This is an optimization exercise on Yosys and OpenROAD, whose aim is small area, not a production implementation. Only simulation tests tie the RTL to the original design; equivalence was not proved. Power figures rest on the tool's default switching activity, not on a simulated workload.

==> flow/design.v <==
module	bombMatrixBitMap	(	
					input	logic	clk,
					input	logic	resetN,
					input logic	[10:0] offsetX, 
					input logic	[10:0] offsetY,
					input	logic	InsideRectangle,  
					input logic enter_hit,  
					input	 logic signed 	[10:0]	topLeftX,  
					input	 logic signed	[10:0]	topLeftY,   
					input logic OneSecPulse, 
					input logic addBombCollected,
					output logic [3:0] explosionIndexX,
					output logic [3:0] explosionIndexY,
					output logic explodeBomb,  
					output	logic	drawingRequest,  
					output	logic	[7:0] RGBout   
 ) ;
localparam logic [7:0] TRANSPARENT_ENCODING = 8'hFF ; 
	localparam logic [3:0] bomb_timer = 4'd3;
	logic [3:0] max_bomb_limit_p;  
	logic [3:0] max_bomb_limit_n;
   logic [3:0] bomb_counter_p;
	logic [3:0] bomb_counter_n;
	logic [3:0] remaining_time;
	logic bomb_placement_executed_p;
	logic bomb_placement_executed_n;
	logic [3:0] explosionIndexX_n;
	logic [3:0] explosionIndexY_n;
	logic explodeBomb_n;
	logic [0:15] [0:15] [3:0]  bombBitMapMask_p;
	logic [0:15] [0:15] [3:0]  bombBitMapMask_n;
	localparam logic [8191:0] bomb_a = {
	{8'hff,8'hff,8'hff,8'hff,8'hff,8'hff,8'hff,8'hff,8'hff,8'hff,8'hff,8'hff,8'hff,8'hff,8'hff,8'hff,8'hff,8'hff,8'hff,8'hff,8'hff,8'hff,8'hff,8'hff,8'hff,8'hff,8'hff,8'hff,8'hff,8'hff,8'hff,8'hff},
	{8'hff,8'hff,8'hff,8'hff,8'hff,8'hff,8'hff,8'hff,8'hff,8'hff,8'hff,8'hff,8'hff,8'hff,8'hff,8'hff,8'hff,8'hff,8'hff,8'hff,8'hff,8'hff,8'hff,8'hff,8'hff,8'hff,8'hff,8'hff,8'hff,8'hff,8'hff,8'hff},
	{8'hff,8'hff,8'hff,8'hff,8'hff,8'hff,8'hff,8'hff,8'hff,8'hff,8'hff,8'hff,8'hff,8'hff,8'hff,8'hff,8'hff,8'hff,8'hff,8'hf9,8'hfc,8'hfc,8'hf8,8'hff,8'hff,8'hff,8'hff,8'hff,8'hff,8'hff,8'hff,8'hff},
	{8'hff,8'hff,8'hff,8'hff,8'hff,8'hff,8'hff,8'hff,8'hff,8'hff,8'hff,8'hff,8'hff,8'hff,8'hff,8'hff,8'hff,8'hff,8'hff,8'hf9,8'he4,8'he0,8'hf8,8'hff,8'hff,8'hff,8'hff,8'hff,8'hff,8'hff,8'hff,8'hff},
	{8'hff,8'hff,8'hff,8'hff,8'hff,8'hff,8'hff,8'hff,8'hff,8'hff,8'hff,8'hff,8'hff,8'hff,8'hff,8'hff,8'hff,8'h00,8'hf9,8'hf8,8'hf4,8'hf4,8'hf8,8'hf8,8'hff,8'hff,8'hff,8'hff,8'hff,8'hff,8'hff,8'hff},
	{8'hff,8'hff,8'hff,8'hff,8'hff,8'hff,8'hff,8'hff,8'hff,8'hff,8'hff,8'hff,8'hff,8'hff,8'hff,8'hff,8'h00,8'hff,8'hff,8'hff,8'hf9,8'hf8,8'hff,8'hff,8'hff,8'hff,8'hff,8'hff,8'hff,8'hff,8'hff,8'hff},
	{8'hff,8'hff,8'hff,8'hff,8'hff,8'hff,8'hff,8'hff,8'hff,8'hff,8'hff,8'hff,8'hff,8'hff,8'hff,8'hff,8'hff,8'hff,8'hff,8'hff,8'hff,8'hff,8'hff,8'hff,8'hff,8'hff,8'hff,8'hff,8'hff,8'hff,8'hff,8'hff},
	{8'hff,8'hff,8'hff,8'hff,8'hff,8'hff,8'hff,8'hff,8'hff,8'hff,8'hff,8'hff,8'hff,8'hff,8'hff,8'h8d,8'hff,8'hff,8'hff,8'hff,8'hff,8'hff,8'hff,8'hff,8'hff,8'hff,8'hff,8'hff,8'hff,8'hff,8'hff,8'hff},
	{8'hff,8'hff,8'hff,8'hff,8'hff,8'hff,8'hff,8'hff,8'hff,8'hff,8'hff,8'hff,8'hff,8'hff,8'hff,8'h00,8'hff,8'hff,8'hff,8'hff,8'hff,8'hff,8'hff,8'hff,8'hff,8'hff,8'hff,8'hff,8'hff,8'hff,8'hff,8'hff},
	{8'hff,8'hff,8'hff,8'hff,8'hff,8'hff,8'hff,8'hff,8'hff,8'hff,8'hff,8'hff,8'hff,8'hff,8'hff,8'h00,8'hff,8'hff,8'hff,8'hff,8'hff,8'hff,8'hff,8'hff,8'hff,8'hff,8'hff,8'hff,8'hff,8'hff,8'hff,8'hff},
	{8'hff,8'hff,8'hff,8'hff,8'hff,8'hff,8'hff,8'hff,8'hff,8'hff,8'hff,8'hff,8'h20,8'h00,8'h00,8'h00,8'h00,8'h00,8'h00,8'h20,8'hff,8'hff,8'hff,8'hff,8'hff,8'hff,8'hff,8'hff,8'hff,8'hff,8'hff,8'hff},
	{8'hff,8'hff,8'hff,8'hff,8'hff,8'hff,8'hff,8'hff,8'hff,8'hff,8'hff,8'hff,8'h20,8'h00,8'h64,8'h64,8'h64,8'h64,8'h20,8'h20,8'hff,8'hff,8'hff,8'hff,8'hff,8'hff,8'hff,8'hff,8'hff,8'hff,8'hff,8'hff},
	{8'hff,8'hff,8'hff,8'hff,8'hff,8'hff,8'hff,8'hff,8'hff,8'hff,8'h20,8'h20,8'h00,8'h00,8'h00,8'h00,8'h00,8'h00,8'h00,8'h00,8'h00,8'h00,8'hff,8'hff,8'hff,8'hff,8'hff,8'hff,8'hff,8'hff,8'hff,8'hff},
	{8'hff,8'hff,8'hff,8'hff,8'hff,8'hff,8'hff,8'hff,8'h20,8'h20,8'h00,8'h64,8'h64,8'h64,8'h64,8'h64,8'h64,8'h64,8'h64,8'h64,8'h64,8'h00,8'h20,8'h20,8'hff,8'hff,8'hff,8'hff,8'hff,8'hff,8'hff,8'hff},
	{8'hff,8'hff,8'hff,8'hff,8'hff,8'hff,8'hff,8'h00,8'h00,8'h64,8'h64,8'h64,8'hff,8'hff,8'hff,8'h64,8'h64,8'h64,8'h64,8'h64,8'h64,8'h64,8'h00,8'h20,8'h00,8'hff,8'hff,8'hff,8'hff,8'hff,8'hff,8'hff},
	{8'hff,8'hff,8'hff,8'hff,8'hff,8'hff,8'h00,8'h20,8'h64,8'h64,8'h64,8'hff,8'hff,8'hff,8'hff,8'h64,8'h64,8'h64,8'h64,8'h64,8'h64,8'h64,8'h24,8'h24,8'h00,8'h00,8'hff,8'hff,8'hff,8'hff,8'hff,8'hff},
	{8'hff,8'hff,8'hff,8'hff,8'hff,8'hff,8'h20,8'h20,8'h64,8'h64,8'h24,8'hff,8'hff,8'hff,8'hff,8'h64,8'h64,8'h64,8'h64,8'h64,8'h64,8'h64,8'h24,8'h24,8'h00,8'h20,8'hff,8'hff,8'hff,8'hff,8'hff,8'hff},
	{8'hff,8'hff,8'hff,8'hff,8'hff,8'h20,8'h00,8'h64,8'h65,8'h24,8'hff,8'hff,8'hff,8'hff,8'h64,8'h64,8'h64,8'h64,8'h64,8'h64,8'h64,8'h64,8'h64,8'h24,8'h24,8'h00,8'h20,8'hff,8'hff,8'hff,8'hff,8'hff},
	{8'hff,8'hff,8'hff,8'hff,8'h00,8'h00,8'h64,8'h64,8'h64,8'hff,8'hff,8'hff,8'h64,8'h64,8'h64,8'h64,8'h64,8'h64,8'h64,8'h64,8'h64,8'h64,8'h64,8'h24,8'h24,8'h24,8'h00,8'h00,8'hff,8'hff,8'hff,8'hff},
	{8'hff,8'hff,8'hff,8'hff,8'h00,8'h00,8'h64,8'h64,8'h64,8'hff,8'hff,8'h64,8'h64,8'h64,8'h64,8'h64,8'h64,8'h64,8'h64,8'h64,8'h64,8'h64,8'h64,8'h24,8'h24,8'h24,8'h00,8'h00,8'hff,8'hff,8'hff,8'hff},
	{8'hff,8'hff,8'hff,8'hff,8'h00,8'h24,8'h64,8'h64,8'h64,8'h64,8'h64,8'h64,8'h64,8'h64,8'h64,8'h64,8'h64,8'h64,8'h64,8'h64,8'h64,8'h64,8'h64,8'h24,8'h24,8'h24,8'h00,8'h00,8'hff,8'hff,8'hff,8'hff},
	{8'hff,8'hff,8'hff,8'hff,8'h00,8'h00,8'h64,8'h64,8'hff,8'hff,8'h64,8'h64,8'h64,8'h64,8'h64,8'h64,8'h64,8'h64,8'h64,8'h64,8'h64,8'h64,8'h24,8'h24,8'h24,8'h24,8'h00,8'h00,8'hff,8'hff,8'hff,8'hff},
	{8'hff,8'hff,8'hff,8'hff,8'h20,8'h00,8'h64,8'hff,8'hff,8'hff,8'h64,8'h64,8'h64,8'h64,8'h64,8'h64,8'h64,8'h64,8'h64,8'h64,8'h64,8'h24,8'h24,8'h24,8'h24,8'h24,8'h00,8'h00,8'hff,8'hff,8'hff,8'hff},
	{8'hff,8'hff,8'hff,8'hff,8'hff,8'h20,8'h24,8'h64,8'h64,8'h64,8'h64,8'h64,8'h64,8'h64,8'h64,8'h64,8'h64,8'h64,8'h64,8'h64,8'h24,8'h24,8'h24,8'h24,8'h24,8'h24,8'h00,8'hff,8'hff,8'hff,8'hff,8'hff},
	{8'hff,8'hff,8'hff,8'hff,8'hff,8'h20,8'h24,8'h64,8'h64,8'h64,8'h64,8'h64,8'h64,8'h64,8'h64,8'h64,8'h64,8'h64,8'h64,8'h64,8'h24,8'h24,8'h24,8'h24,8'h24,8'h24,8'h20,8'hff,8'hff,8'hff,8'hff,8'hff},
	{8'hff,8'hff,8'hff,8'hff,8'hff,8'h00,8'h00,8'h64,8'h64,8'h64,8'h64,8'h64,8'h64,8'h64,8'h64,8'h64,8'h64,8'h64,8'h24,8'h24,8'h24,8'h24,8'h24,8'h24,8'h64,8'h00,8'h00,8'hff,8'hff,8'hff,8'hff,8'hff},
	{8'hff,8'hff,8'hff,8'hff,8'hff,8'hff,8'h20,8'h00,8'h24,8'h24,8'h24,8'h24,8'h64,8'h64,8'h64,8'h24,8'h24,8'h24,8'h24,8'h24,8'h24,8'h24,8'h24,8'h24,8'h00,8'h20,8'hff,8'hff,8'hff,8'hff,8'hff,8'hff},
	{8'hff,8'hff,8'hff,8'hff,8'hff,8'hff,8'hff,8'h20,8'h00,8'h24,8'h24,8'h24,8'h24,8'h24,8'h24,8'h24,8'h24,8'h24,8'h24,8'h24,8'h24,8'h24,8'h24,8'h00,8'h20,8'hff,8'hff,8'hff,8'hff,8'hff,8'hff,8'hff},
	{8'hff,8'hff,8'hff,8'hff,8'hff,8'hff,8'hff,8'hff,8'hff,8'h20,8'h20,8'h00,8'h24,8'h24,8'h24,8'h24,8'h24,8'h24,8'h24,8'h24,8'h20,8'h20,8'h20,8'hff,8'hff,8'hff,8'hff,8'hff,8'hff,8'hff,8'hff,8'hff},
	{8'hff,8'hff,8'hff,8'hff,8'hff,8'hff,8'hff,8'hff,8'hff,8'hff,8'hff,8'hff,8'h20,8'h00,8'h00,8'h00,8'h00,8'h00,8'h00,8'h20,8'hff,8'hff,8'hff,8'hff,8'hff,8'hff,8'hff,8'hff,8'hff,8'hff,8'hff,8'hff},
	{8'hff,8'hff,8'hff,8'hff,8'hff,8'hff,8'hff,8'hff,8'hff,8'hff,8'hff,8'hff,8'hff,8'hff,8'hff,8'hff,8'hff,8'hff,8'hff,8'hff,8'hff,8'hff,8'hff,8'hff,8'hff,8'hff,8'hff,8'hff,8'hff,8'hff,8'hff,8'hff},
	{8'hff,8'hff,8'hff,8'hff,8'hff,8'hff,8'hff,8'hff,8'hff,8'hff,8'hff,8'hff,8'hff,8'hff,8'hff,8'hff,8'hff,8'hff,8'hff,8'hff,8'hff,8'hff,8'hff,8'hff,8'hff,8'hff,8'hff,8'hff,8'hff,8'hff,8'hff,8'hff}
	};
	localparam logic [8191:0] bomb_b = {	
	{8'hff,8'hff,8'hff,8'hff,8'hff,8'hff,8'hff,8'hff,8'hff,8'hff,8'hff,8'hff,8'hff,8'hff,8'hff,8'hff,8'hff,8'hff,8'hff,8'hff,8'hff,8'hff,8'hff,8'hff,8'hff,8'hff,8'hff,8'hff,8'hff,8'hff,8'hff,8'hff},
	{8'hff,8'hff,8'hff,8'hff,8'hff,8'hff,8'hff,8'hff,8'hff,8'hff,8'hff,8'hff,8'hff,8'hff,8'hff,8'hff,8'hff,8'hff,8'hff,8'hff,8'hff,8'hff,8'hff,8'hff,8'hff,8'hff,8'hff,8'hff,8'hff,8'hff,8'hff,8'hff},
	{8'hff,8'hff,8'hff,8'hff,8'hff,8'hff,8'hff,8'hff,8'hff,8'hff,8'hff,8'hff,8'hff,8'hff,8'hff,8'hff,8'hff,8'hff,8'hff,8'hfd,8'hfc,8'hfc,8'hfc,8'hff,8'hff,8'hff,8'hff,8'hff,8'hff,8'hff,8'hff,8'hff},
	{8'hff,8'hff,8'hff,8'hff,8'hff,8'hff,8'hff,8'hff,8'hff,8'hff,8'hff,8'hff,8'hff,8'hff,8'hff,8'hff,8'hff,8'hff,8'hff,8'hfd,8'he4,8'he4,8'hfc,8'hff,8'hff,8'hff,8'hff,8'hff,8'hff,8'hff,8'hff,8'hff},
	{8'hff,8'hff,8'hff,8'hff,8'hff,8'hff,8'hff,8'hff,8'hff,8'hff,8'hff,8'hff,8'hff,8'hff,8'hff,8'hff,8'hff,8'h00,8'hfd,8'hfc,8'hf8,8'hf8,8'hfc,8'hfc,8'hff,8'hff,8'hff,8'hff,8'hff,8'hff,8'hff,8'hff},
	{8'hff,8'hff,8'hff,8'hff,8'hff,8'hff,8'hff,8'hff,8'hff,8'hff,8'hff,8'hff,8'hff,8'hff,8'hff,8'hff,8'h20,8'hff,8'hff,8'hff,8'hfd,8'hfc,8'hff,8'hff,8'hff,8'hff,8'hff,8'hff,8'hff,8'hff,8'hff,8'hff},
	{8'hff,8'hff,8'hff,8'hff,8'hff,8'hff,8'hff,8'hff,8'hff,8'hff,8'hff,8'hff,8'hff,8'hff,8'hff,8'hff,8'hff,8'hff,8'hff,8'hff,8'hff,8'hff,8'hff,8'hff,8'hff,8'hff,8'hff,8'hff,8'hff,8'hff,8'hff,8'hff},
	{8'hff,8'hff,8'hff,8'hff,8'hff,8'hff,8'hff,8'hff,8'hff,8'hff,8'hff,8'hff,8'hff,8'hff,8'hff,8'had,8'hff,8'hff,8'hff,8'hff,8'hff,8'hff,8'hff,8'hff,8'hff,8'hff,8'hff,8'hff,8'hff,8'hff,8'hff,8'hff},
	{8'hff,8'hff,8'hff,8'hff,8'hff,8'hff,8'hff,8'hff,8'hff,8'hff,8'hff,8'hff,8'hff,8'hff,8'hff,8'h20,8'hff,8'hff,8'hff,8'hff,8'hff,8'hff,8'hff,8'hff,8'hff,8'hff,8'hff,8'hff,8'hff,8'hff,8'hff,8'hff},
	{8'hff,8'hff,8'hff,8'hff,8'hff,8'hff,8'hff,8'hff,8'hff,8'hff,8'hff,8'hff,8'hff,8'hff,8'hff,8'h20,8'hff,8'hff,8'hff,8'hff,8'hff,8'hff,8'hff,8'hff,8'hff,8'hff,8'hff,8'hff,8'hff,8'hff,8'hff,8'hff},
	{8'hff,8'hff,8'hff,8'hff,8'hff,8'hff,8'hff,8'hff,8'hff,8'hff,8'hff,8'hff,8'h20,8'h20,8'h20,8'h20,8'h20,8'h20,8'h20,8'h20,8'hff,8'hff,8'hff,8'hff,8'hff,8'hff,8'hff,8'hff,8'hff,8'hff,8'hff,8'hff},
	{8'hff,8'hff,8'hff,8'hff,8'hff,8'hff,8'hff,8'hff,8'hff,8'hff,8'hff,8'hff,8'h20,8'h20,8'h84,8'h84,8'h84,8'h84,8'h20,8'h20,8'hff,8'hff,8'hff,8'hff,8'hff,8'hff,8'hff,8'hff,8'hff,8'hff,8'hff,8'hff},
	{8'hff,8'hff,8'hff,8'hff,8'hff,8'hff,8'hff,8'hff,8'hff,8'hff,8'h20,8'h20,8'h20,8'h20,8'h20,8'h20,8'h20,8'h20,8'h20,8'h20,8'h20,8'h20,8'hff,8'hff,8'hff,8'hff,8'hff,8'hff,8'hff,8'hff,8'hff,8'hff},
	{8'hff,8'hff,8'hff,8'hff,8'hff,8'hff,8'hff,8'hff,8'h20,8'h20,8'h20,8'h84,8'h84,8'h84,8'h84,8'h84,8'h84,8'h84,8'h84,8'h84,8'h84,8'h20,8'h20,8'h20,8'hff,8'hff,8'hff,8'hff,8'hff,8'hff,8'hff,8'hff},
	{8'hff,8'hff,8'hff,8'hff,8'hff,8'hff,8'hff,8'h20,8'h20,8'h84,8'h84,8'h84,8'hff,8'hff,8'hff,8'h84,8'h84,8'h84,8'h84,8'h84,8'h84,8'h85,8'h20,8'h20,8'h20,8'hff,8'hff,8'hff,8'hff,8'hff,8'hff,8'hff},
	{8'hff,8'hff,8'hff,8'hff,8'hff,8'hff,8'h00,8'h20,8'h84,8'h84,8'h84,8'hff,8'hff,8'hff,8'hff,8'h84,8'h84,8'h84,8'h84,8'h84,8'h84,8'h84,8'h64,8'h64,8'h20,8'h00,8'hff,8'hff,8'hff,8'hff,8'hff,8'hff},
	{8'hff,8'hff,8'hff,8'hff,8'hff,8'hff,8'h20,8'h20,8'h84,8'h85,8'h64,8'hff,8'hff,8'hff,8'hff,8'h84,8'h84,8'h84,8'h84,8'h84,8'h84,8'h84,8'h64,8'h64,8'h20,8'h20,8'hff,8'hff,8'hff,8'hff,8'hff,8'hff},
	{8'hff,8'hff,8'hff,8'hff,8'hff,8'h20,8'h20,8'h84,8'h8d,8'h64,8'hff,8'hff,8'hff,8'hff,8'h84,8'h84,8'h84,8'h84,8'h84,8'h84,8'h84,8'h84,8'h84,8'h64,8'h64,8'h20,8'h20,8'hff,8'hff,8'hff,8'hff,8'hff},
	{8'hff,8'hff,8'hff,8'hff,8'h20,8'h20,8'h84,8'h84,8'h84,8'hff,8'hff,8'hff,8'h85,8'h84,8'h84,8'h84,8'h84,8'h84,8'h84,8'h84,8'h84,8'h84,8'h84,8'h64,8'h64,8'h64,8'h20,8'h20,8'hff,8'hff,8'hff,8'hff},
	{8'hff,8'hff,8'hff,8'hff,8'h20,8'h20,8'h84,8'h84,8'h84,8'hff,8'hff,8'h84,8'h84,8'h84,8'h84,8'h84,8'h84,8'h84,8'h84,8'h84,8'h84,8'h84,8'h84,8'h64,8'h64,8'h64,8'h20,8'h20,8'hff,8'hff,8'hff,8'hff},
	{8'hff,8'hff,8'hff,8'hff,8'h20,8'h64,8'h84,8'h84,8'h84,8'h85,8'h84,8'h84,8'h84,8'h84,8'h84,8'h84,8'h84,8'h84,8'h84,8'h84,8'h84,8'h84,8'h84,8'h64,8'h64,8'h64,8'h20,8'h20,8'hff,8'hff,8'hff,8'hff},
	{8'hff,8'hff,8'hff,8'hff,8'h20,8'h20,8'h84,8'h84,8'hff,8'hff,8'h84,8'h84,8'h84,8'h84,8'h84,8'h84,8'h84,8'h84,8'h84,8'h84,8'h84,8'h84,8'h64,8'h64,8'h64,8'h64,8'h20,8'h20,8'hff,8'hff,8'hff,8'hff},
	{8'hff,8'hff,8'hff,8'hff,8'h20,8'h20,8'h84,8'hff,8'hff,8'hff,8'h84,8'h84,8'h84,8'h84,8'h84,8'h84,8'h84,8'h84,8'h84,8'h84,8'h84,8'h64,8'h64,8'h64,8'h64,8'h64,8'h20,8'h20,8'hff,8'hff,8'hff,8'hff},
	{8'hff,8'hff,8'hff,8'hff,8'hff,8'h20,8'h64,8'h84,8'h84,8'h84,8'h84,8'h84,8'h84,8'h84,8'h84,8'h84,8'h84,8'h84,8'h84,8'h84,8'h64,8'h64,8'h64,8'h64,8'h64,8'h64,8'h20,8'hff,8'hff,8'hff,8'hff,8'hff},
	{8'hff,8'hff,8'hff,8'hff,8'hff,8'h20,8'h64,8'h84,8'h84,8'h84,8'h84,8'h84,8'h84,8'h84,8'h84,8'h84,8'h84,8'h84,8'h84,8'h84,8'h64,8'h64,8'h64,8'h64,8'h64,8'h64,8'h20,8'hff,8'hff,8'hff,8'hff,8'hff},
	{8'hff,8'hff,8'hff,8'hff,8'hff,8'h00,8'h20,8'h84,8'h84,8'h84,8'h84,8'h84,8'h84,8'h84,8'h84,8'h84,8'h84,8'h84,8'h64,8'h64,8'h64,8'h64,8'h64,8'h64,8'h84,8'h20,8'h00,8'hff,8'hff,8'hff,8'hff,8'hff},
	{8'hff,8'hff,8'hff,8'hff,8'hff,8'hff,8'h20,8'h20,8'h64,8'h64,8'h64,8'h64,8'h84,8'h84,8'h84,8'h64,8'h64,8'h64,8'h64,8'h64,8'h64,8'h64,8'h64,8'h64,8'h20,8'h20,8'hff,8'hff,8'hff,8'hff,8'hff,8'hff},
	{8'hff,8'hff,8'hff,8'hff,8'hff,8'hff,8'hff,8'h20,8'h20,8'h64,8'h64,8'h64,8'h64,8'h64,8'h64,8'h64,8'h64,8'h64,8'h64,8'h64,8'h64,8'h64,8'h64,8'h20,8'h20,8'hff,8'hff,8'hff,8'hff,8'hff,8'hff,8'hff},
	{8'hff,8'hff,8'hff,8'hff,8'hff,8'hff,8'hff,8'hff,8'hff,8'h20,8'h20,8'h20,8'h64,8'h64,8'h64,8'h64,8'h64,8'h64,8'h64,8'h64,8'h20,8'h20,8'h20,8'hff,8'hff,8'hff,8'hff,8'hff,8'hff,8'hff,8'hff,8'hff},
	{8'hff,8'hff,8'hff,8'hff,8'hff,8'hff,8'hff,8'hff,8'hff,8'hff,8'hff,8'hff,8'h20,8'h20,8'h20,8'h20,8'h20,8'h20,8'h20,8'h64,8'hff,8'hff,8'hff,8'hff,8'hff,8'hff,8'hff,8'hff,8'hff,8'hff,8'hff,8'hff},
	{8'hff,8'hff,8'hff,8'hff,8'hff,8'hff,8'hff,8'hff,8'hff,8'hff,8'hff,8'hff,8'hff,8'hff,8'hff,8'hff,8'hff,8'hff,8'hff,8'hff,8'hff,8'hff,8'hff,8'hff,8'hff,8'hff,8'hff,8'hff,8'hff,8'hff,8'hff,8'hff},
	{8'hff,8'hff,8'hff,8'hff,8'hff,8'hff,8'hff,8'hff,8'hff,8'hff,8'hff,8'hff,8'hff,8'hff,8'hff,8'hff,8'hff,8'hff,8'hff,8'hff,8'hff,8'hff,8'hff,8'hff,8'hff,8'hff,8'hff,8'hff,8'hff,8'hff,8'hff,8'hff}
	};
	localparam logic [16383:0] object_colors = { bomb_b, bomb_a};
	logic [9:0] pixel_index;
	assign pixel_index = 10'd1023 - {offsetY[4:0], offsetX[4:0]};
	assign remaining_time = bombBitMapMask_p[offsetY[8:5] ][offsetX[8:5]];
always_ff@(posedge clk or negedge resetN)
begin
	if(!resetN) begin
		RGBout <= TRANSPARENT_ENCODING ;
		bomb_counter_p <= 0;
	   bombBitMapMask_p <= '0;
		bomb_placement_executed_p <= 0;
		explodeBomb <= 0;
		explosionIndexX <= 0;
		explosionIndexY <= 0;
		max_bomb_limit_p <= 3;
	end
	else begin
		RGBout <= TRANSPARENT_ENCODING ;  
      bomb_counter_p <= bomb_counter_n;
		bombBitMapMask_p <= bombBitMapMask_n;
		bomb_placement_executed_p <= bomb_placement_executed_n;
		explosionIndexX <= explosionIndexX_n;
		explosionIndexY <= explosionIndexY_n;
		explodeBomb <= explodeBomb_n;
		max_bomb_limit_p <= max_bomb_limit_n;
		if ((InsideRectangle == 1'b1 ) && (remaining_time > 4'h00 ))    
						RGBout <= object_colors[{remaining_time[0], pixel_index, 3'b000} +: 8] ; 
		end 
end
always_comb begin
	bomb_counter_n = bomb_counter_p;
	bombBitMapMask_n = bombBitMapMask_p;
	bomb_placement_executed_n = bomb_placement_executed_p;
	explosionIndexX_n = explosionIndexX;
	explosionIndexY_n = explosionIndexY;
	explodeBomb_n = explodeBomb;
	max_bomb_limit_n = max_bomb_limit_p;	
	if( (enter_hit == 1'b1) && (bomb_counter_p < max_bomb_limit_p) && (!bomb_placement_executed_p )
		  && (bombBitMapMask_n[topLeftY[8:5] ][topLeftX[8:5]] == 0)	)	begin 	
				bomb_counter_n = bomb_counter_p + 3'b001;
				bombBitMapMask_n[topLeftY[8:5] ][topLeftX[8:5]] = bomb_timer; 
				bomb_placement_executed_n = 1'b1;
	end
		if(addBombCollected) begin
			max_bomb_limit_n = 4;  
		end
		if ( OneSecPulse ) begin 
			explodeBomb_n = 0;
			bomb_placement_executed_n = 1'b0;
			for (int i = 0; i <= 15; i++) begin
				for (int j = 0; j <= 15; j++) begin
						if ( bombBitMapMask_p[i][j] == 4'b0001) begin  
								bomb_counter_n = bomb_counter_p - 3'b001;
								explosionIndexX_n = j;
								explosionIndexY_n = i;
								explodeBomb_n = 1;
						end 
						if( bombBitMapMask_p[i][j] > 4'b0000) begin
								bombBitMapMask_n[i][j] = bombBitMapMask_p[i][j] - 1;  
						end 
				end 
			end 
		end  
end  
assign drawingRequest = (RGBout != TRANSPARENT_ENCODING ) ? 1'b1 : 1'b0 ;  
endmodule
==> flow/run.sh <==
#!/bin/bash
# synth_recipe.tcl (not shown) runs the flow's synth.tcl, then flattens the netlist and writes it again
# the make line also repeats each setting of config.mk as NAME=value (left out here)
make -C /OpenROAD-flow-scripts/flow DESIGN_CONFIG=/design/flow/config.mk WORK_HOME=/design/flow/orfs CLKGATE_MAP_FILE= SYNTH_SCRIPT=/design/flow/synth_recipe.tcl finish
==> flow/config.mk <==
export PLATFORM = sky130hd
export DESIGN_NAME = bombMatrixBitMap
export DESIGN_NICKNAME = bombMatrixBitMap
export VERILOG_FILES = /design/flow/design.v
export SDC_FILE = /design/flow/constraint.sdc
export NUM_CORES = 4
export LEC_CHECK = 0
export CAP_MARGIN = 20
export CORE_MARGIN = 2
export CORE_UTILIZATION = 40
export SLEW_MARGIN = 20
==> flow/constraint.sdc <==
create_clock -name core_clock -period 10.0 [get_ports {clk}]
set_input_delay 2.0000 -clock core_clock [delete_from_list [all_inputs] [get_ports {clk}]]
set_output_delay 2.0000 -clock core_clock [all_outputs]
set_load 0.01 [all_outputs]
==> out/results.ini, run 1 <==
[sta]
fmax_mhz = 144
fin_tns_setup_ns = 0
max_slew_margin = 0.129
hold_viol = 0
timing.final.crit_period_ns = 6.95
rsz0062_at_grt = false
fin_skew_ns = 0.0395
worstMarginPinSlew_ns = 1.30
setup_violations = 0
drv_slew = 0
finalCritPeriodShare = 0.695

[global_routing]
antenna_found_initial = 21
grt_pass1_vias = 71315
track_usage = 0.323
grt_pass1_wl_um = 491000
grt_max_degree = 177
grt-ovfl-total = 0

[pwr]
power_leakage_nw = 36.4
clkPwrFrac = 0.170
irDropWorstVdd_mv = 0.210
p_sw_frac = 0.473
netSwitchingPower_mw = 14.2
p_int_mw = 15.8
power_density_nw_per_um2 = 341
combPwrFrac = 0.517
p_seq_frac = 0.313

[cts]
h-tree-depth = 4
clock-sinks = 1048
clk_path_buf_depth = 3
worstSkewPairLatency_ns = 0.83
clk_pin_slew_ns = 0.06
cts_resized = 0
cts_made_buffers = 135
clock_tree.root_cell = clkbuf_16
cts_hold_buf = 0
cts_post_setup_buffers_inserted = 0
cts_tree = done

[yosys]
synth_area_um2 = 79900
avgSynthCellArea_um2 = 8.38
synth_top_cell_by_area = dfrtp_1
yosys.cell_types.count = 92
synth_common_cells = nand2_1, a21oi_1, dfrtp_1
yosys.area.top_type_share = 0.325
async_flop_share = 1.00
synth-seq-area-share = 0.328
yosysWarnings = 1
synthCells = 9533
synth-main-ff-cell = dfrtp_1
ys_ff_latch = 1048
synth_nets = 10116
synthTopCellsByArea = dfrtp_1, ha_1, a21oi_1
synth_enable_flop_cells = 0
synth_most_common_cell = nand2_1

[final_layout]
seqCellArea_um2 = 26200
utilization = 0.443
multi_input_area_um2 = 49600
nFillCells = 19437
drive_above_1_share = 0.104
area_growth_pct = 10.5
num-nets-final = 10039

[floorplanning]
io_pins = 68
dieArea_um2 = 203000
start_util = 0.401
die_width_um = 451
num_rows = 164
die_y_um = 451
coreArea_um2 = 199000

[setup_path]
critical_path.startpoint_type = primary input
critPathCaptureType = register
path_max_fanout = 44
worst-setup-path-type = primary input to register
cp.required_ns = 10.69
arrival_ns = 7.64

[min_path]
hold_class = register to register

[placement]
hpwl_um = 238000
place_congestion = 1.06
portBuffers = 49

[detailed_routing]
via_per_inst = 6.44
vias = 78665
wl_per_cell_um = 27.7
drcViolationCount = 0
totalWireLength_um = 338000
drt_iter0_drc = 10341
firstDrtPassIters = 8
ant_nets = 0

[outcome]
status = complete, no violations

[flow_run]
cap_violations = 0

[cells in the final DEF (no fill, tap or decap), drive strengths merged, types with 64 or more instances in the layout]
master / n
nand2: 1157
nor2: 843
a31oi: 151
o31ai: 278
mux4: 214
nor3: 273
inv: 595
ha: 533
nor4: 152
buf: 223
or4: 106
a22oi: 83
dfrtp: 1039
a31o: 181
o21ai: 515
or3: 109
nand3: 109
a2111oi: 64
nor3b: 160
clkbuf: 192
nand2b: 202
a21oi: 1102
and3: 99
o211ai: 74
xnor2: 267
[sequential cells by signal, indices dropped and copies added (netlist names)]
name                       cells
explodeBomb                    1
bomb_counter_p                 4
explosionIndexY                4
explosionIndexX                4
RGBout                         8
max_bomb_limit_p               2
bomb_placement_executed_p      1
bombBitMapMask_p            1024
[routing by layer]
layer,share of wire,vias to the layer above,track usage,wire length (um)
met3,0.11,849,0.0833,38600
met4,0.062,18,0.169,20900
met1,0.41,38779,0.445,138000
li1,-,34730,-,-
met2,0.41,4289,0.464,140000
met5,0.00033,-,0,111
[logic make-up after synthesis]
| family | count (synthesis) | synth area share |
|---|---|---|
| adders and majority gates | 533 | 0.0835 |
| AOI/OAI and AO/OA | 2890 | 0.228 |
| xor gates and xnor gates | 269 | 0.0295 |
| buffers and inverters | 1065 | 0.0538 |
| DFF | 1048 | 0.328 |
| and+or+nand+nor | 3456 | 0.209 |
| muxes | 272 | 0.0678 |
[layout make-up]
| cell class | instances | share of cell area |
|---|---|---|
| flip-flops and latches | 1048 | 0.297 |
| multi-input cells | 7420 | 0.562 |
| inverters | 591 | 0.0253 |
| repair buffers | 260 | 0.0264 |
| clock inverters | 50 | 0.00594 |
| diodes | 6 | 0.000170 |
| well taps | 2656 | 0.0376 |
| clock buffers | 192 | 0.0450 |
[path summary, 6_finish.rpt]
check | startpoint | endpoint | slack, ns | cells after the start
worst min register to register | max_bomb_limit_p[2]$_DFFE_PN0P_ | max_bomb_limit_p[2]$_DFFE_PN0P_ | 0.47 | 1
worst max register to register | bombBitMapMask_p[400]$_DFF_PN0_ | bombBitMapMask_p[509]$_DFF_PN0_ | 5.05 | 10
min in group asynchronous | resetN | bombBitMapMask_p[807]$_DFF_PN0_ | 1.24 | 1
worst min-delay path | max_bomb_limit_p[2]$_DFFE_PN0P_ | max_bomb_limit_p[2]$_DFFE_PN0P_ | 0.47 | 1
worst max-delay path | topLeftX[6] | bombBitMapMask_p[509]$_DFF_PN0_ | 3.05 | 13
max in group asynchronous | resetN | bombBitMapMask_p[3]$_DFF_PN0_ | 6.66 | 3
[worst max-delay path: stages]
cell and delay [ns]:
buf_6 0.43, buf_4 0.37, nand2b_1 0.84, nor3_1 0.08
o311ai_0 0.97, a21oi_1 0.24, nor4_1 0.30, a21oi_1 0.18
and3_1 0.20, buf_4 0.22, o21ai_4 0.87, buf_4 0.56
o21ai_0 0.19
[per-stage QoR]
stage	instances	cell area, um2	setup slack, ns	hold WS, ns	power, mW
6_report	12223	88300	3.05	0.473	30.1
5_1_grt	12218	88300	3.04	0.495	32.2
4_1_cts	12216	88200	3.37	0.472	29.6
3_5_place_dp	11974	83700	2.51	0.459	24.4
3_3_place_gp	11974	83700	2.52	0.454	23.9
2_1_floorplan	9533	79900	5.19	0.440	19.3
[power groups by stage]
stage | Combinational, mW | Sequential (mW) | Clock, mW
detailed placement | 15.0 | 9.34 | 0
global route | 17.0 | 9.80 | 5.34
global placement | 14.7 | 9.24 | 0
floorplan | 10.8 | 8.45 | 0
CTS | 15.1 | 9.30 | 5.16
finish | 15.6 | 9.42 | 5.12
==> run 2, diff against run 1 <==
--- a/flow/design.v
+++ b/flow/design.v
@@ -1,4 +1,4 @@
-module	bombMatrixBitMap	(	
+module	bombMatrixBitMap	(
 					input	logic	clk,
 					input	logic	resetN,
 					input logic	[10:0] offsetX, 
@@ -7,28 +7,15 @@
 					input logic enter_hit,  
 					input	 logic signed 	[10:0]	topLeftX,  
 					input	 logic signed	[10:0]	topLeftY,   
-					input logic OneSecPulse, 
+					input logic OneSecPulse,
 					input logic addBombCollected,
 					output logic [3:0] explosionIndexX,
 					output logic [3:0] explosionIndexY,
-					output logic explodeBomb,  
+					output logic explodeBomb,
 					output	logic	drawingRequest,  
 					output	logic	[7:0] RGBout   
  ) ;
-localparam logic [7:0] TRANSPARENT_ENCODING = 8'hFF ; 
-	localparam logic [3:0] bomb_timer = 4'd3;
-	logic [3:0] max_bomb_limit_p;  
-	logic [3:0] max_bomb_limit_n;
-   logic [3:0] bomb_counter_p;
-	logic [3:0] bomb_counter_n;
-	logic [3:0] remaining_time;
-	logic bomb_placement_executed_p;
-	logic bomb_placement_executed_n;
-	logic [3:0] explosionIndexX_n;
-	logic [3:0] explosionIndexY_n;
-	logic explodeBomb_n;
-	logic [0:15] [0:15] [3:0]  bombBitMapMask_p;
-	logic [0:15] [0:15] [3:0]  bombBitMapMask_n;
+localparam logic [7:0] TRANSPARENT_ENCODING = 8'hFF ;
 	localparam logic [8191:0] bomb_a = {
 	{8'hff,8'hff,8'hff,8'hff,8'hff,8'hff,8'hff,8'hff,8'hff,8'hff,8'hff,8'hff,8'hff,8'hff,8'hff,8'hff,8'hff,8'hff,8'hff,8'hff,8'hff,8'hff,8'hff,8'hff,8'hff,8'hff,8'hff,8'hff,8'hff,8'hff,8'hff,8'hff},
 	{8'hff,8'hff,8'hff,8'hff,8'hff,8'hff,8'hff,8'hff,8'hff,8'hff,8'hff,8'hff,8'hff,8'hff,8'hff,8'hff,8'hff,8'hff,8'hff,8'hff,8'hff,8'hff,8'hff,8'hff,8'hff,8'hff,8'hff,8'hff,8'hff,8'hff,8'hff,8'hff},
@@ -98,68 +85,80 @@
 	{8'hff,8'hff,8'hff,8'hff,8'hff,8'hff,8'hff,8'hff,8'hff,8'hff,8'hff,8'hff,8'hff,8'hff,8'hff,8'hff,8'hff,8'hff,8'hff,8'hff,8'hff,8'hff,8'hff,8'hff,8'hff,8'hff,8'hff,8'hff,8'hff,8'hff,8'hff,8'hff}
 	};
 	localparam logic [16383:0] object_colors = { bomb_b, bomb_a};
+	logic [7:0] pos0, pos1, pos2, pos3;  
+	logic v0, v1, v2, v3;                
+	logic a1, a2;                        
+	logic [3:0] bomb_counter;
+	logic limit4;                        
+	logic [7:0] player_sq, pixel_sq;
+	assign player_sq = {topLeftY[8:5], topLeftX[8:5]};
+	assign pixel_sq  = {offsetY[8:5], offsetX[8:5]};
+	logic occupied, below_limit, place;
+	assign occupied = (v0 && pos0 == player_sq) || (v1 && pos1 == player_sq) ||
+	                  (v2 && pos2 == player_sq) || (v3 && pos3 == player_sq);
+	assign below_limit = bomb_counter < (limit4 ? 4'd4 : 4'd3);
+	assign place = enter_hit && below_limit && !v3 && !occupied;
+	logic c0, c1, any_t1, pick0;
+	assign c0 = v0;
+	assign c1 = v1 && !a1;
+	assign any_t1 = c0 || c1;
+	assign pick0 = c0 && (!c1 || pos0 > pos1);
+	logic [7:0] pos3_n;
+	assign pos3_n = v3 ? pos3 : player_sq;
+	logic h0, h1, h2, h3, hit, even;
+	assign h0 = v0 && pos0 == pixel_sq;
+	assign h1 = v1 && pos1 == pixel_sq;
+	assign h2 = v2 && pos2 == pixel_sq;
+	assign h3 = v3 && pos3 == pixel_sq;
+	assign hit = h0 || h1 || h2 || h3;
+	assign even = (h1 && a1) || (h2 && !a2);
 	logic [9:0] pixel_index;
 	assign pixel_index = 10'd1023 - {offsetY[4:0], offsetX[4:0]};
-	assign remaining_time = bombBitMapMask_p[offsetY[8:5] ][offsetX[8:5]];
 always_ff@(posedge clk or negedge resetN)
 begin
 	if(!resetN) begin
-		RGBout <= TRANSPARENT_ENCODING ;
-		bomb_counter_p <= 0;
-	   bombBitMapMask_p <= '0;
-		bomb_placement_executed_p <= 0;
+		RGBout <= TRANSPARENT_ENCODING;
+		bomb_counter <= 0;
+		v0 <= 0; v1 <= 0; v2 <= 0; v3 <= 0;
 		explodeBomb <= 0;
 		explosionIndexX <= 0;
 		explosionIndexY <= 0;
-		max_bomb_limit_p <= 3;
+		limit4 <= 0;
 	end
 	else begin
-		RGBout <= TRANSPARENT_ENCODING ;  
-      bomb_counter_p <= bomb_counter_n;
-		bombBitMapMask_p <= bombBitMapMask_n;
-		bomb_placement_executed_p <= bomb_placement_executed_n;
-		explosionIndexX <= explosionIndexX_n;
-		explosionIndexY <= explosionIndexY_n;
-		explodeBomb <= explodeBomb_n;
-		max_bomb_limit_p <= max_bomb_limit_n;
-		if ((InsideRectangle == 1'b1 ) && (remaining_time > 4'h00 ))    
-						RGBout <= object_colors[{remaining_time[0], pixel_index, 3'b000} +: 8] ; 
-		end 
+		if (addBombCollected) limit4 <= 1'b1;
+		if (OneSecPulse) begin
+			v0 <= v1 && a1;
+			v1 <= v2;
+			v2 <= v3 || place;
+			v3 <= 1'b0;
+			explodeBomb <= any_t1;
+			if (any_t1) begin
+				{explosionIndexY, explosionIndexX} <= pick0 ? pos0 : pos1;
+				bomb_counter <= bomb_counter - 4'd1;
+			end
+			else if (place) bomb_counter <= bomb_counter + 4'd1;
+		end
+		else begin
+			v3 <= v3 || place;
+			if (place) bomb_counter <= bomb_counter + 4'd1;
+		end
+		if (InsideRectangle && hit)
+			RGBout <= object_colors[{!even, pixel_index, 3'b000} +: 8];
+		else
+			RGBout <= TRANSPARENT_ENCODING;
+	end
 end
-always_comb begin
-	bomb_counter_n = bomb_counter_p;
-	bombBitMapMask_n = bombBitMapMask_p;
-	bomb_placement_executed_n = bomb_placement_executed_p;
-	explosionIndexX_n = explosionIndexX;
-	explosionIndexY_n = explosionIndexY;
-	explodeBomb_n = explodeBomb;
-	max_bomb_limit_n = max_bomb_limit_p;	
-	if( (enter_hit == 1'b1) && (bomb_counter_p < max_bomb_limit_p) && (!bomb_placement_executed_p )
-		  && (bombBitMapMask_n[topLeftY[8:5] ][topLeftX[8:5]] == 0)	)	begin 	
-				bomb_counter_n = bomb_counter_p + 3'b001;
-				bombBitMapMask_n[topLeftY[8:5] ][topLeftX[8:5]] = bomb_timer; 
-				bomb_placement_executed_n = 1'b1;
+always_ff@(posedge clk)
+begin
+	pos3 <= pos3_n;
+	if (OneSecPulse) begin
+		pos0 <= pos1;
+		pos1 <= pos2;
+		pos2 <= pos3_n;
+		a1 <= a2;
+		a2 <= !v3;
 	end
-		if(addBombCollected) begin
-			max_bomb_limit_n = 4;  
-		end
-		if ( OneSecPulse ) begin 
-			explodeBomb_n = 0;
-			bomb_placement_executed_n = 1'b0;
-			for (int i = 0; i <= 15; i++) begin
-				for (int j = 0; j <= 15; j++) begin
-						if ( bombBitMapMask_p[i][j] == 4'b0001) begin  
-								bomb_counter_n = bomb_counter_p - 3'b001;
-								explosionIndexX_n = j;
-								explosionIndexY_n = i;
-								explodeBomb_n = 1;
-						end 
-						if( bombBitMapMask_p[i][j] > 4'b0000) begin
-								bombBitMapMask_n[i][j] = bombBitMapMask_p[i][j] - 1;  
-						end 
-				end 
-			end 
-		end  
-end  
-assign drawingRequest = (RGBout != TRANSPARENT_ENCODING ) ? 1'b1 : 1'b0 ;  
+end
+assign drawingRequest = (RGBout != TRANSPARENT_ENCODING);
 endmodule
==> run 2 against run 1 <==
Effect of this change: power decreased by 97%; largest power group is now sequential cells; synthesized cell count down 93%; maximum frequency up 33%; die area decreased by 92%; highest routed layer is now met4; still clean.
==> out/results.ini, run 2 <==
[floorplanning]
coreArea_um2 = 14400
start_util = 0.407
die_y_um = 125
dieArea_um2 = 15700
die_width_um = 125
io_pins = 68
num_rows = 44

[detailed_routing]
via_per_inst = 6.55
drt_iter0_drc = 808
firstDrtPassIters = 5
ant_nets = 0
drcViolationCount = 0
vias = 5918
wl_per_cell_um = 22.3
totalWireLength_um = 20200

[placement]
hpwl_um = 14300
place_ws_ns = 4.59
portBuffers = 49
place_congestion = 0.954

[sta]
fin_skew_ns = 0.00661
hold_viol = 0
drv_slew = 0
worstMarginPinSlew_ns = 0.814
hold_ws_ns = 0.477
rsz0062_at_grt = false
finalCritPeriodShare = 0.523
fmax_mhz = 191
fin_tns_setup_ns = 0
setup_ws_ns = 4.77
max_slew_margin = 0.456
timing.final.crit_period_ns = 5.23
setup_violations = 0

[setup_path]
r2r-start = pos1[7]$_DFFE_PP_
arrival_ns = 5.42
critical_path.startpoint_type = primary input
crit_start = offsetX[1]
path_max_fanout = 12
worst-setup-path-type = primary input to register
slowest_delay_ns = 0.65
critPathCaptureType = register
worstPathCellList = clkdlybuf4s50_1, inv_1, ha_1, and2b_1, o22ai_1, a22oi_1, a21oi_1, o31a_4, nor2_1, a2111oi_1
critPathSlowestCell = clkdlybuf4s50_1
cp.required_ns = 10.19

[yosys]
yosys.cell_types.count = 83
synth_common_cells = o21ai_0, nand2_1, a21oi_1, xnor2_1, nor2_1
avgSynthCellArea_um2 = 8.30
synth-seq-area-share = 0.273
synthMuxAreaShare = 0.0394
synthSimpleGateAreaFrac = 0.194
yosys.area.top_type_share = 0.133
yosysWarnings = 1
synth_most_common_cell = o21ai_0
synth_enable_flop_cells = 26
synthAdderAreaFrac = 0.0511
synth_top_family_by_area = compound AO/OA/AOI/OAI gates
synth_compound_area_frac = 0.277
synthCells = 708
synth-main-ff-cell = edfxtp_1
synth_top_cell_by_area = edfxtp_1
synthTopCellsByArea = edfxtp_1, dfrtp_1, xnor2_1
ys_ff_latch = 60
synth-xor-area-share = 0.0895
synth_area_um2 = 5870
async_flop_share = 0.433
synth_nets = 782

[final_layout]
layout_common_cells = o21ai_0, nand2_1, clkdlybuf4s50_1, xnor2_1, a21oi_1
drive_above_1_share = 0.0806
seqCellArea_um2 = 1600
n_antenna_cell = 0
final_common_cell = o21ai_0
num-nets-final = 789
multi_input_area_um2 = 3820
nFillCells = 1440
area_growth_pct = 12.7

[global_routing]
track_usage = 0.252
grt_max_degree = 70
grt_pass1_wl_um = 31700
antenna_found_initial = 0
grt-ovfl-total = 0
grt_pass1_vias = 5751

[pwr]
netSwitchingPower_mw = 0.347
power_leakage_nw = 2.46
p_int_mw = 0.689
irDropWorstVdd_mv = 0.109
p_seq_frac = 0.356
clkPwrFrac = 0.316
power_density_nw_per_um2 = 157
combPwrFrac = 0.328
p_sw_frac = 0.335

[cts]
cts_post_setup_buffers_inserted = 0
clock-sinks = 60
cts_tree = done
worstSkewPairLatency_ns = 0.33
cts_hold_buf = 0
cts_made_buffers = 9
clk_pin_slew_ns = 0.05
cts_resized = 0
h-tree-depth = 3
clock_tree.root_cell = clkbuf_16
clk_path_buf_depth = 2

[min_path]
hold_start = explosionIndexY[0]$_DFFE_PN0P_
hold_class = register to register

[flow_run]
cap_violations = 0

[outcome]
status = complete, no violations

[run 2: cell count changes in the layout (fill, tap and decap cells not counted), moves of 225 or more]
cell / previous run / this run
nand2_1: 1157 / 47
a21oi_1: 1101 / 41
dfrtp_1: 1039 / 18
nor2_1: 821 / 36
inv_1: 585 / 31
ha_1: 533 / 24
o21ai_0: 493 / 48
o31ai_1: 276 / 3
nor3_1: 273 / 14
xnor2_1: 266 / 41
[run 2: path summary, 6_finish.rpt]
check	to	slack (ns)	cells after the start
max in group asynchronous	RGBout[0]$_DFF_PN1_	7.96	1
min in group asynchronous	bomb_counter[3]$_DFF_PN0_	1.66	1
hold / removal	explosionIndexY[0]$_DFFE_PN0P_	0.48	2
hold reg to reg	explosionIndexY[0]$_DFFE_PN0P_	0.48	2
setup / recovery	RGBout[7]$_DFF_PN1_	4.77	10
setup reg to reg	RGBout[7]$_DFF_PN1_	7.45	6
[run 2: layout make-up]
type,instances,share of cell area
clock buffer,10,0.0361
multi-input combinational,554,0.577
clock inverter,6,0.0117
tap,184,0.0348
inverter,33,0.0187
timing repair buffer,57,0.0794
sequential,60,0.242
[run 2: metal layers]
metal / track usage / wire (um)
met5: 0 / 0
met1: 0.365 / 8820
met2: 0.367 / 8580
met3: 0.0561 / 2150
met4: 0.0954 / 641
[run 2: power groups by stage]
stage | Sequential, mW | Clock, mW | Combinational [mW]
2_1_floorplan | 0.362 | 0 | 0.221
3_3_place_gp | 0.369 | 0 | 0.331
3_5_place_dp | 0.372 | 0 | 0.336
4_1_cts | 0.369 | 0.332 | 0.336
5_1_grt | 0.377 | 0.344 | 0.372
6_report | 0.369 | 0.328 | 0.340
[run 2: cells by family after synthesis]
family	after synthesis
AO/OA/AOI/OAI	235
XOR/XNOR	60
adder cells (fa/ha/maj)	24
buffers and inverters	94
flip-flops	60
multiplexers	22
AND/OR/NAND/NOR	213
[run 2: worst max-delay path, delay by kind of cell]
| kind | cells | cell delay [ns] |
|---|---|---|
| AOI/OAI and AO/OA | 5 | 1.52 |
| adders and majority gates | 1 | 0.58 |
| buffers and inverters | 2 | 0.99 |
| and+or+nand+nor | 2 | 0.33 |
[run 2: per-stage QoR]
step	utilization	area (um2)	power, mW	instances
after floorplan	-	5870	0.583	708
after global placement	0.437	6310	0.699	888
after detailed placement	0.437	6300	0.707	888
after CTS	0.459	6620	1.04	904
after global routing	0.459	6620	1.09	904
final	0.459	6620	1.04	904

==> afterwards: timing with drivers on the ports <==
The results above use ideal ports. As a check the final layouts listed here were re-extracted and re-timed, cells and wires unchanged. Step 1 assumes that a clkbuf_16 drives the clock port and a buf_2 every other input. Step 2 moves the port delays by t, midway between the first and last clock arrival at a register: inputs arrive t later, outputs are due t later. That takes back most of the time a late clock gives input paths. Three values: ideal ports, drivers, drivers and shift; two values: the first two.
run	shift t [ns]	slack for setup (ns)	worst hold slack (ns)	clock arrival spread, ns	worst register clock-pin slew, ns
run 1	0.901	3.047 / 3.095 / 2.195	0.473 / 0.473 / 0.473	0.040 / 0.039	0.07 / 0.07
run 2	0.360	4.775 / 4.788 / 4.427	0.477 / 0.477 / 0.477	0.007 / 0.007	0.05 / 0.05
After both steps every run listed still meets setup and hold. For run 1, which loses most, drivers alone change the setup slack by +0.048 ns; drivers and shift together by -0.852 ns.
